This is an optimization exercise on Yosys and OpenROAD, whose aim is small area, not a production implementation.
RTL that was checked went through simulation tests only; none was proved equivalent to the original.
Power and IR drop assume default switching activity.

==> flow/design.v <==
module HR_estimator #(
        parameter CLK_FREQ = 200,
        parameter NUM_PEAKS = 4
)(
    input  wire        clk,
    input  wire        rst,
    input  wire        sample_en,
    input  signed [7:0] Xin,
    output wire [31:0] bpm
);
    wire [10:0] Y;
    wire [9:0]  mx;
    wire        pd, clr, idle;
    wire [13:0] q;
    hr_pre  u_pre  (.clk(clk), .rst(rst), .se(sample_en), .Xin(Xin), .clr(clr),
                    .idle(idle), .Y(Y));
    hr_peak u_peak (.clk(clk), .rst(rst), .se(sample_en), .Y(Y), .mx(mx), .pd(pd));
    hr_ring u_ring (.clk(clk), .rst(rst), .se(sample_en), .H(Y[10:1]), .mx(mx),
                    .idle(idle), .clr(clr));
    hr_rr   u_rr   (.clk(clk), .rst(rst), .se(sample_en), .pd(pd), .clr(clr), .q(q));
    assign bpm = {18'd0, q};
endmodule
module hr_pre (
    input  wire        clk,
    input  wire        rst,
    input  wire        se,
    input  signed [7:0] Xin,
    input  wire        clr,       
    input  wire        idle,      
    output reg  [10:0] Y
);
    reg signed [7:0] xp;
    reg  [4:0] act;
    wire [4:0] astep = {act[3:0], act[4] ^ act[2]};
    wire signed [8:0] dx = Xin - xp;
    wire flat = (dx <= 9'sd20) && (dx >= -9'sd20);
    wire sleep = (act == 5'd17);
    wire a16   = (act == 5'd24);
    wire pre = se & ~sleep;
    always @(posedge clk or posedge rst) begin
        if (rst) begin
            xp  <= 8'sd0;
            act <= 5'd1;
        end else if (se) begin
            xp <= Xin;
            if (sleep)      act <= flat ? 5'd17 : 5'd1;
            else if (a16)   act <= 5'd17;
            else            act <= flat ? astep : 5'd1;
        end
    end
    reg  [47:0] dr;       
    reg  [2:0] c6;
    reg  [2:0] st;        
    reg signed [10:0] acc;
    wire [7:0] dt = dr[47:40];
    wire       dins = (st == 3'd1) & (c6 == 3'd0);
    always @(posedge clk) begin
        dr <= {dr[39:0], clr ? 8'd0 : (dins ? xp : dt)};
        if (clr) c6 <= 3'd0;
        else if (!dins) c6 <= (c6 == 3'd5) ? 3'd0 : c6 + 3'd1;
    end
    wire        dbl = (st == 3'd2) | (st == 3'd4);
    wire        neg = (st == 3'd3) | (st == 3'd4);
    wire [10:0] opd = dbl ? {{2{dt[7]}}, dt, 1'b0} : {{3{dt[7]}}, dt};
    wire [10:0] sum = (dins ? 11'd0 : acc) + (neg ? ~opd : opd) + {10'd0, neg};
    always @(posedge clk) begin
        acc[2:0] <= sum[2:0];
        if (dins | (st == 3'd2) | (st == 3'd3) | (st == 3'd4)) acc[10:3] <= sum[10:3];
    end
    wire signed [7:0] dsh = acc[10:3];
    wire [6:0] rect = dsh[7] ? -dsh[6:0] : dsh[6:0];
    reg  [3:0] c2;
    reg  [111:0] w;       
    wire [6:0] wt = w[111:105];
    wire       wins = (st == 3'd5) & (c2 == 4'd0) & idle;
    always @(posedge clk) begin
        w <= {w[104:0], clr ? 7'd0 : (wins ? rect : wt)};
        if (clr) c2 <= 4'd0;
        else if (!wins) c2 <= c2 + 4'd1;
    end
    always @(posedge clk or posedge rst) begin
        if (rst) begin
            st <= 3'd0;
            Y  <= 11'd0;
        end else begin
            if (pre) st <= 3'd1;
            else if (dins | (st == 3'd2) | (st == 3'd3) | (st == 3'd4)) st <= st + 3'd1;
            else if (wins) st <= 3'd0;
            if (wins) Y <= Y + rect - wt;
        end
    end
endmodule
module hr_peak (
    input  wire        clk,
    input  wire        rst,
    input  wire        se,
    input  wire [10:0] Y,
    input  wire [9:0]  mx,        
    output reg         pd
);
    reg  [9:0] thr, mv;           
    reg  [5:0] ps;
    reg  [3:0] tcnt;
    wire slow = (ps == 6'd42);
    wire raw = {1'b0, Y} > ({2'b0, thr} + 12'd50);
    wire heavy = ~slow | (tcnt == 4'd7);
    always @(posedge clk or posedge rst) begin
        if (rst) begin
            thr <= 0; mv <= 0; pd <= 0; ps <= 6'd1; tcnt <= 0;
        end else if (se) begin
            pd <= raw;
            tcnt <= tcnt + 4'd1;
            if (ps == 6'd53)  ps <= 6'd42;      
            else if (raw)     ps <= 6'd1;
            else if (!slow)   ps <= {ps[4:0], ps[5] ^ ps[4]};
            if (heavy) begin
                thr <= mv;
                mv  <= mx;
            end
        end
    end
endmodule
module hr_ring (
    input  wire        clk,
    input  wire        rst,
    input  wire        se,
    input  wire [9:0]  H,
    output wire [9:0]  mx,
    output wire        idle,
    output reg         clr
);
    localparam NW = 197;                    
    reg  [4*NW-1:0] r;                      
    reg  [7:0] c;                           
    reg  [1:0] f;                           
    reg  [1:0] mode;                        
    reg  [9:0] V;                           
    reg  [8:0] z;                           
    reg  [2:0] oatr;                        
    wire [3:0] tap = r[4*NW-1:4*NW-4];
    wire       start = (mode == 2'd1) & (c == 8'd0);
    assign idle = (mode == 2'd0);
    reg  [9:0]  mxr;                        
    wire [9:0]  X  = mode[1] ? V : mxr;
    wire [10:0] Dx = {1'b0, X} - {1'b0, H};
    wire        lo = Dx[10] & mode[0];      
    wire [9:0]  v0 = lo ? H : X;
    wire [9:0]  Dv = lo ? 10'd0 : Dx[9:0];  
    wire [8:0]  z0 = start ? 9'd0 : z;
    wire        Dhi = |Dv[9:3];
    wire        zhi = (z0[8:3] == 6'b011111);    
    reg  [3:0] ow;
    reg  [1:0] m;
    reg  [2:0] o, zc;       
    reg  [2:0] oat;         
    reg        fsn, fnext, fhere;
    reg  [1:0] fl;
    integer k;
    wire [9:0] zn = {1'b0, z0} + {7'd0, zc};
    wire       zdone = zn[8] & (|zn[7:0] | zn[9]);    
    reg        wr;                          
    always @(*) begin
        ow = tap; o = 3'd0; zc = 3'd0; oat = 3'd0; fsn = ~start & (|z[8:1]);    
        wr = ~start & mode[0]; fhere = 1'b0; fnext = 1'b0; fl = f;
        for (k = 0; k < 4; k = k + 1) begin
            if (!(start && k < f)) begin
                if (!wr) begin
                    if (!tap[k]) begin
                        zc = zc + 3'd1;
                        if (!fsn && !(start && k == f)) begin
                            fsn = 1'b1; oat = o; fhere = 1'b1; fl = k;
                        end
                    end else begin
                        o = o + 3'd1;
                    end
                    if ((!Dhi && Dv[2:0] == o) || (zhi && ({1'b0, z0[2:0]} + zc == 4'd8))) begin
                        wr = 1'b1;
                        if (!fsn) begin
                            fsn = 1'b1; oat = o;
                            if (k == 3) begin fnext = 1'b1; fl = 2'd0; end
                            else begin fhere = 1'b1; fl = k + 1; end
                        end
                    end
                end else begin
                    if (Dhi || Dv[2:0] > o) begin
                        ow[k] = 1'b1; o = o + 3'd1;
                    end else begin
                        ow[k] = 1'b0; zc = zc + 3'd1;
                    end
                end
            end
        end
        m = {1'b1, wr};
    end
    wire [1:0] mnext = (m == 2'd3 && zdone) ? 2'd0 : m;
    wire [9:0] vn = v0 - {7'd0, mode[1] | start ? o : oatr};
    assign mx = vn;                         
    wire busy = start | mode[1];
    always @(posedge clk) begin
        r <= {r[4*NW-5:0], clr ? 4'd0 : (busy ? ow : tap)};
        V <= vn;
        z <= zn[8:0];
        if (clr) f <= 2'd0;
        else if (busy) f <= fl;
    end
    always @(posedge clk or posedge rst) begin
        if (rst) begin
            clr <= 1'b1; c <= 8'd0; mode <= 2'd0; mxr <= 10'd0; oatr <= 3'd0;
        end else begin
            if (clr & (c == NW-1)) clr <= 1'b0;
            if (busy & fhere)      c <= 8'd1;
            else if (busy & fnext) c <= 8'd0;
            else                   c <= (c == NW-1) ? 8'd0 : c + 8'd1;
            if (busy) begin
                mode <= mnext;
                if (fhere | fnext) begin mxr <= v0; oatr <= oat; end
            end else if (se) begin
                mode <= 2'd1;
                mxr <= vn; oatr <= 3'd0;
            end
        end
    end
endmodule
module hr_rr (
    input  wire        clk,
    input  wire        rst,
    input  wire        se,
    input  wire        pd,
    input  wire        clr,
    output reg  [13:0] q
);
    reg  [18:0] tr, cr;
    reg  [4:0]  p;
    reg         ppd, done, pz, pend, act, cya, cyb, sh, run, dpend;
    reg  [1:0]  icnt, op;       
    reg  [3:0]  dc;
    wire rise = pd & ~ppd;
    wire go   = pend & (p == 5'd0);
    wire en   = go | act;
    wire p0   = (p == 5'd0);
    wire tb   = tr[18];
    wire cb   = cr[18];
    wire low  = ~p[4];                           
    wire [13:0] DIVIDEND = 14'd12000;
    wire tsub = (op == 2'd1);
    wire tadd = (op[0] & ~tsub) | tsub;          
    wire ta_b = cb ^ tsub;
    wire ta_c = p0 ? tsub : cya;
    wire tnew = tb ^ ta_b ^ ta_c;
    wire first = (dc == 4'd13);
    wire rold  = cb & ~first;
    wire dsub  = first | q[0];
    wire da    = p0 ? DIVIDEND[dc] : sh;
    wire db    = (low & tr[16]) ^ dsub;
    wire dcin  = p0 ? dsub : cyb;
    wire dsum  = da ^ db ^ dcin;
    wire icin  = p0 | cyb;
    wire cinc  = low & (cb ^ icin);
    always @(posedge clk)
        if (se && !done) op <= !rise ? 2'd0 : pz ? 2'd1 : (icnt == 2'd3) ? 2'd3 : 2'd2;
    always @(posedge clk) begin
        p <= (p == 5'd18 || clr) ? 5'd0 : p + 5'd1;
        tr <= {tr[17:0], clr ? 1'b0 : ((en & tadd) ? tnew : tb)};
        cr <= {cr[17:0], clr ? 1'b0 : (run ? dsum : (en ? cinc : cb))};
        cya <= (tb & ta_b) | (tb & ta_c) | (ta_b & ta_c);
        cyb <= run ? ((da & db) | (da & dcin) | (db & dcin)) : (cb & icin);
        sh  <= rold;
        if (run) begin
            if (p == 5'd18) dc <= dc - 4'd1;
        end else dc <= 4'd13;
    end
    always @(posedge clk or posedge rst) begin
        if (rst) begin
            ppd <= 0; done <= 0; pz <= 1'b1; icnt <= 0; pend <= 0; act <= 0;
            run <= 0; q <= 0; dpend <= 0;
        end else begin
            if (go) pend <= 1'b0;
            if (go) act <= 1'b1;
            else if (p == 5'd18) act <= 1'b0;
            if (se && !done) begin
                ppd  <= pd;
                pend <= 1'b1;
                if (rise && !pz) begin
                    icnt <= icnt + 2'd1;
                    if (icnt == 2'd3) done <= 1'b1;
                end
            end
            if (en && op != 2'd0) begin
                if (op != 2'd3) begin
                    if (low) pz <= (p0 | pz) & ~cb;
                end else begin
                    if (p == 5'd2)                  pz <= tnew;
                    else if (p > 5'd2 && p < 5'd18) pz <= pz | tnew;
                    else if (p == 5'd18)            pz <= pz & ~tnew;
                end
            end
            if (done && se && icnt == 2'd0) begin
                icnt <= 2'd1;
                if (pz) dpend <= 1'b1;
            end
            if (dpend && p == 5'd18) begin
                dpend <= 1'b0;
                run <= 1'b1;
            end
            if (run && p == 5'd18) begin
                q <= {q[12:0], ~dsum};
                if (dc == 4'd0) run <= 1'b0;
            end
        end
    end
endmodule
export LEC_CHECK = 0
export CAP_MARGIN = 20
export CORE_MARGIN = 2
export CORE_UTILIZATION = 60
export CTS_BUF_LIST = sky130_fd_sc_hd__clkbuf_8
export CTS_CLUSTER_DIAMETER = 50
export CTS_CLUSTER_SIZE = 20
export PLACE_DENSITY = 0.75
export SLEW_MARGIN = 20
create_clock -name core_clock -period 650.0 [get_ports {clk}]
standard.sh (not shown) runs the stock make flow with config.mk's settings and CLKGATE_MAP_FILE= SYNTH_SCRIPT=/design/flow/synth_recipe.tcl, a recipe that flattens the netlist after the stock synthesis.
==> flow/flow/run.sh <==
#!/bin/bash
# The standard layout (standard.sh, which runs the ORFS flow unchanged),
# with three settings passed through the environment:
#  - the clock tree is built without dummy loads (CTS -dont_use_dummy_load);
#  - ports are buffered with the smallest buffer;
#  - one tie cell drives all constant outputs (no tie fanout repair).
# Each tool's full output goes to standard_run.log in this folder.
set -euo pipefail
export CTS_ARGS="-sink_clustering_enable -repair_clock_nets -dont_use_dummy_load -sink_clustering_size 20 -sink_clustering_max_diameter 50 -buf_list sky130_fd_sc_hd__clkbuf_8"
export BUFFER_PORTS_ARGS="-buffer_cell sky130_fd_sc_hd__buf_1"
export SKIP_REPAIR_TIE_FANOUT=1
bash standard.sh > standard_run.log 2>&1
Edit:
--- a/flow/design.v
+++ b/flow/design.v
@@ -63,10 +63,8 @@
     wire        neg = (st == 3'd3) | (st == 3'd4);
     wire [10:0] opd = dbl ? {{2{dt[7]}}, dt, 1'b0} : {{3{dt[7]}}, dt};
     wire [10:0] sum = (dins ? 11'd0 : acc) + (neg ? ~opd : opd) + {10'd0, neg};
-    always @(posedge clk) begin
-        acc[2:0] <= sum[2:0];
-        if (dins | (st == 3'd2) | (st == 3'd3) | (st == 3'd4)) acc[10:3] <= sum[10:3];
-    end
+    always @(posedge clk)
+        if (dins | (st == 3'd2) | (st == 3'd3) | (st == 3'd4)) acc <= sum;
     wire signed [7:0] dsh = acc[10:3];
     wire [6:0] rect = dsh[7] ? -dsh[6:0] : dsh[6:0];
     reg  [3:0] c2;
@@ -134,6 +132,7 @@
     reg  [7:0] c;                           
     reg  [1:0] f;                           
     reg  [1:0] mode;                        
+    reg        fs;                          
     reg  [9:0] V;                           
     reg  [8:0] z;                           
     reg  [2:0] oatr;                        
@@ -160,7 +159,7 @@
     wire       zdone = zn[8] & (|zn[7:0] | zn[9]);    
     reg        wr;                          
     always @(*) begin
-        ow = tap; o = 3'd0; zc = 3'd0; oat = 3'd0; fsn = ~start & (|z[8:1]);    
+        ow = tap; o = 3'd0; zc = 3'd0; oat = 3'd0; fsn = start ? 1'b0 : fs;
         wr = ~start & mode[0]; fhere = 1'b0; fnext = 1'b0; fl = f;
         for (k = 0; k < 4; k = k + 1) begin
             if (!(start && k < f)) begin
@@ -200,6 +199,7 @@
         r <= {r[4*NW-5:0], clr ? 4'd0 : (busy ? ow : tap)};
         V <= vn;
         z <= zn[8:0];
+        fs <= fsn;
         if (clr) f <= 2'd0;
         else if (busy) f <= fl;
     end
@@ -256,8 +256,6 @@
     wire dsum  = da ^ db ^ dcin;
     wire icin  = p0 | cyb;
     wire cinc  = low & (cb ^ icin);
-    always @(posedge clk)
-        if (se && !done) op <= !rise ? 2'd0 : pz ? 2'd1 : (icnt == 2'd3) ? 2'd3 : 2'd2;
     always @(posedge clk) begin
         p <= (p == 5'd18 || clr) ? 5'd0 : p + 5'd1;
         tr <= {tr[17:0], clr ? 1'b0 : ((en & tadd) ? tnew : tb)};
@@ -272,7 +270,7 @@
     always @(posedge clk or posedge rst) begin
         if (rst) begin
             ppd <= 0; done <= 0; pz <= 1'b1; icnt <= 0; pend <= 0; act <= 0;
-            run <= 0; q <= 0; dpend <= 0;
+            op <= 0; run <= 0; q <= 0; dpend <= 0;
         end else begin
             if (go) pend <= 1'b0;
             if (go) act <= 1'b1;
@@ -280,6 +278,7 @@
             if (se && !done) begin
                 ppd  <= pd;
                 pend <= 1'b1;
+                op   <= !rise ? 2'd0 : pz ? 2'd1 : (icnt == 2'd3) ? 2'd3 : 2'd2;
                 if (rise && !pz) begin
                     icnt <= icnt + 2'd1;
                     if (icnt == 2'd3) done <= 1'b1;
Outcome: The changed run produced a clean layout. Final cell count fell by 0.39%. Register-to-register slack improves by 0.06 ns. Die area stays flat. Wire length fell by 2.8%. Power barely changes. Utilization hardly moves. Critical path depth fell by 2. Fmax fell by 0.35%.
Function not checked in the first run of this note: the RTL went through the layout flow alone.

==> afterwards: timing with drivers on the ports <==
Ports are ideal in the flow. The routed layouts listed here were re-timed in OpenROAD. Step 1 sets driving cells, clkbuf_16 on the clock port and buf_2 on the other inputs (assumed; they add their load-dependent delay and slew). Step 2 also shifts input and output timing later by t, the mid clock arrival at the registers, as if the neighbouring blocks saw the same clock. a / b / c = no drivers / after step 1 / after step 2; a / b = the first two.
| run | t (ns) | setup slack, ns | slew at the worst register clock pin (ns) |
|---|---|---|---|
| the first run | 0.692 | 517.791 / 517.818 / 517.126 | 0.11 / 0.11 |
| the second run | 0.692 | 517.329 / 517.362 / 516.670 | 0.11 / 0.11 |
After both steps setup and hold are still met in every run listed. For the first run, which loses most, drivers alone change the setup slack by +0.027 ns; drivers and shift together by -0.665 ns.
